Background: an optimization exercise with open tools, aiming at small area and a short achievable clock period. Do not read the settings as production practice.
RTL that was checked went through simulation tests only; none was proved equivalent to the original.
Power and IR drop assume default switching activity.

## lab4_2
module lab4_2(
  input [1:0] mode,
  input [2:0] n_gasoline_pumps,
  input [2:0] n_diesel_pumps,
  input [3:0] fuel_amount,
  input fuel_type,
  input CLK,
  input rst,
  output [0:5] pump_status,
  output is_gasoline_queue_not_full,
  output is_diesel_queue_not_full,
  output [3:0] n_cars_in_gasoline_queue,
  output [3:0] n_cars_in_diesel_queue,
  output [7:0] total_gasoline_needed,
  output [7:0] total_diesel_needed,
  output reg invalid_gasoline_car,
  output reg invalid_diesel_car,
  output reg invalid_setup_params
);
Size in the first run: roughly 120 flip-flops, about 50 I/O pins, ~7400 sq um of cells after synthesis.
clock: 36.0 ns
lec_check: 0
cap_margin: 20
core_margin: 2
core_utilization: 25
slew_margin: 20
standard.sh (not shown) runs the stock make flow with config.mk's settings and CLKGATE_MAP_FILE= SYNTH_SCRIPT=/design/flow/synth_recipe.tcl, a recipe that flattens the netlist after the stock synthesis.
==> flow/flow/run.sh <==
#!/bin/bash
# Own layout flow: the standard layout (standard.sh) with two changes:
#  1. synthesis maps the logic with Yosys's default ABC script and without
#     the full-adder extraction (flow/synth.tcl; registers are the same as
#     the standard synthesis's);
#  2. ORFS's timing repair aims for a setup slack margin (SETUP_SLACK_MARGIN),
#     so the gates on the input-to-register paths get sized for a short period.
# Each tool's output goes to a log file of its own in this folder.
set -euo pipefail
W=$PWD
MARGIN=$(cat "$W/flow/margin.txt")
make -C "$FLOW_HOME" DESIGN_CONFIG="$W/config.mk" WORK_HOME="$W/orfs" CLKGATE_MAP_FILE= \
  SYNTH_SCRIPT="$W/flow/synth.tcl" ADDER_MAP_FILE= synth > "$W/synth.log" 2>&1
SETUP_SLACK_MARGIN=$MARGIN bash "$W/standard.sh" > "$W/layout.log" 2>&1
==> flow/flow/margin.txt <==
20
==> flow/flow/synth.tcl <==
# The standard synthesis (synth_recipe.tcl), except that ABC maps the logic
# with Yosys's default ABC script instead of ORFS's speed script.
proc synth {args} { yosys synth -nofsm -noshare {*}$args }

proc abc {args} {
  set keep {}
  set skip 0
  foreach a $args {
    if { $skip } { set skip 0; continue }
    if { $a in {-script -constr -D} } { set skip 1; continue }
    lappend keep $a
  }
  puts "abc (default script) $keep"
  yosys abc {*}$keep
}
source $::env(SCRIPTS_DIR)/synth.tcl
# left out here: clear keep_hierarchy, flatten, clean up, hide names made inside functions, write 1_2_yosys.v
Rerun with:
==> flow/flow/margin.txt (replaced) <==
26
Result: Utilization rose by 3.0 points; critical path depth is unchanged; clock power rose by about a fifth; routed wire length rises by roughly a tenth; power goes up by roughly a tenth; non-clock buffer count came out higher by 23; die area is unchanged; sequential share of layout area fell by 2.3 points; setup slack gets better by 1.6 ns; clock-buffer cell count rises by 1.
No run of this note included a check of the RTL's function; only the layout flow was run.

## P
Another version of the RTL of lab4_2 (not shown whole).
export LEC_CHECK = 0
export CAP_MARGIN = 20
export CORE_MARGIN = 2
export CORE_UTILIZATION = 35
export CTS_BUF_LIST = sky130_fd_sc_hd__clkbuf_8
export PLACE_DENSITY = 0.45
export SLEW_MARGIN = 20
create_clock -name core_clock -period 36.0 [get_ports {CLK}]
==> flow/flow/run.sh <==
#!/bin/bash
# Own layout flow: the standard layout (standard.sh) with these changes:
#  1. synthesis keeps lab4_2_core (pure combinational logic) apart from the
#     top module, so the command inputs only pass through the top's final
#     logic, and maps the logic with an area-minded ABC script (flow/abc.script)
#     and without the full-adder extraction (flow/synth.tcl); the registers
#     are the same as the standard synthesis's, all in the top module;
#  2. ports get sky130_fd_sc_hd__buf_1 buffers (the resizer sizes them up
#     where timing needs it);
#  3. ORFS's timing repair aims for a setup slack margin (flow/margin.txt),
#     so the gates get sized for a short period.
# Each tool's output goes to a log file of its own in this folder.
set -euo pipefail
W=$PWD
MARGIN=$(cat "$W/flow/margin.txt")
make -C "$FLOW_HOME" DESIGN_CONFIG="$W/config.mk" WORK_HOME="$W/orfs" CLKGATE_MAP_FILE= \
  SYNTH_SCRIPT="$W/flow/synth.tcl" MY_ABC_SCRIPT="$W/flow/abc.script" ADDER_MAP_FILE= \
  SYNTH_HIERARCHICAL=1 SYNTH_MINIMUM_KEEP_SIZE=0 \
  synth > "$W/synth.log" 2>&1
BUFFER_PORTS_ARGS="-buffer_cell sky130_fd_sc_hd__buf_1" SETUP_SLACK_MARGIN=$MARGIN \
  bash "$W/standard.sh" > "$W/layout.log" 2>&1
==> flow/flow/abc.script <==
strash
&get -n
&fraig -x
&put
scorr
dc2
dret
strash
&get -n
&dch -f
&nf
&put
==> flow/flow/margin.txt <==
27.3
==> flow/flow/synth.tcl <==
# The standard synthesis (synth_recipe.tcl: ORFS synth.tcl without Yosys's fsm
# and share passes, then flatten and rename), except that ABC maps the logic
# with the script named by MY_ABC_SCRIPT (flow/abc.script) instead of ORFS's
# speed script with its 36 ps delay target.  Registers are untouched by ABC.
proc synth {args} { yosys synth -nofsm -noshare {*}$args }
proc abc {args} {
  set keep {}
  set skip 0
  foreach a $args {
    if { $skip } { set skip 0; continue }
    if { $a in {-script -constr -D} } { set skip 1; continue }
    lappend keep $a
  }
  if { [info exists ::env(MY_ABC_SCRIPT)] } { lappend keep -script $::env(MY_ABC_SCRIPT) }
  puts "abc (custom) $keep"
  yosys abc {*}$keep
}
source $::env(SCRIPTS_DIR)/synth.tcl
# left out here: clear keep_hierarchy, flatten, clean up, hide names made inside functions, write 1_2_yosys.v
P never completed, since it errored out during 1_2_yosys.
Changes in Q relative to P:
Settings: swapping 0.45 for 0.52 in PLACE_DENSITY; swapping 35 for 42 in CORE_UTILIZATION.
==> flow/flow/abc.script <==
strash
&get -n
&st
&dch -x
&nf -R 200
&st
&dch -x
&nf -R 200
&st
&dch -x
&nf -R 200
&put
- Q was carried through to the last stage, and its layout satisfied the timing, design-rule and antenna checks.
#### Input delta (R over Q)
Settings: swapping 0.52 for 0.45 in PLACE_DENSITY; swapping 42 for 35 in CORE_UTILIZATION.
### Flow results
- There was hardly any difference in data arrival time of the critical path between Q and R.
- Re worst setup slack: R is 7.7 ps down on Q.
- Relative to Q, final period demand of the worst path increased by 7.7 ps in R.
- Summary of R over Q: number of signal-net buffers in the layout grew by 4, utilization shrank by 8.2 points, transition time at the pin with the least slew margin shrank by 86 ps.

==> separate check: timing with driven ports <==
In the flow no input, the clock included, has a driving cell. The finished layouts below were timed again as built, in two steps.
Step 1 (the two cells are an assumption about what drives the block):
set clk [get_ports {CLK}]
set_driving_cell -lib_cell sky130_fd_sc_hd__clkbuf_16 $clk
set_driving_cell -lib_cell sky130_fd_sc_hd__buf_2 [delete_from_list [all_inputs] $clk]
Step 2 adds t to the input delays and takes it off the output delays; t is the mean of the earliest and latest rising clock arrival at the registers after step 1. Input paths then give back, and output paths get back, about the clock's delay inside the block.
a / b / c = no drivers / after step 1 / after step 2; a / b = the first two.
| run | t (ns) | setup slack, ns | worst setup path after step 2 | slew at the worst register clock pin (ns) |
|---|---|---|---|---|
| the first run of note 1 | 0.470 | 24.483 / 24.507 / 24.038 | input to register | 0.07 / 0.07 |
| the second run of note 1 | 0.468 | 26.084 / 26.107 / 25.640 | input to register | 0.06 / 0.06 |
| Q | 0.495 | 27.353 / 27.308 / 26.895 | input to register | 0.09 / 0.09 |
| R | 0.492 | 27.345 / 27.301 / 26.961 | input to register | 0.09 / 0.09 |
After both steps setup and hold are still met in every run listed. The setup slack of Q, which loses most, moves by -0.045 ns with the drivers and by -0.458 ns with both steps.
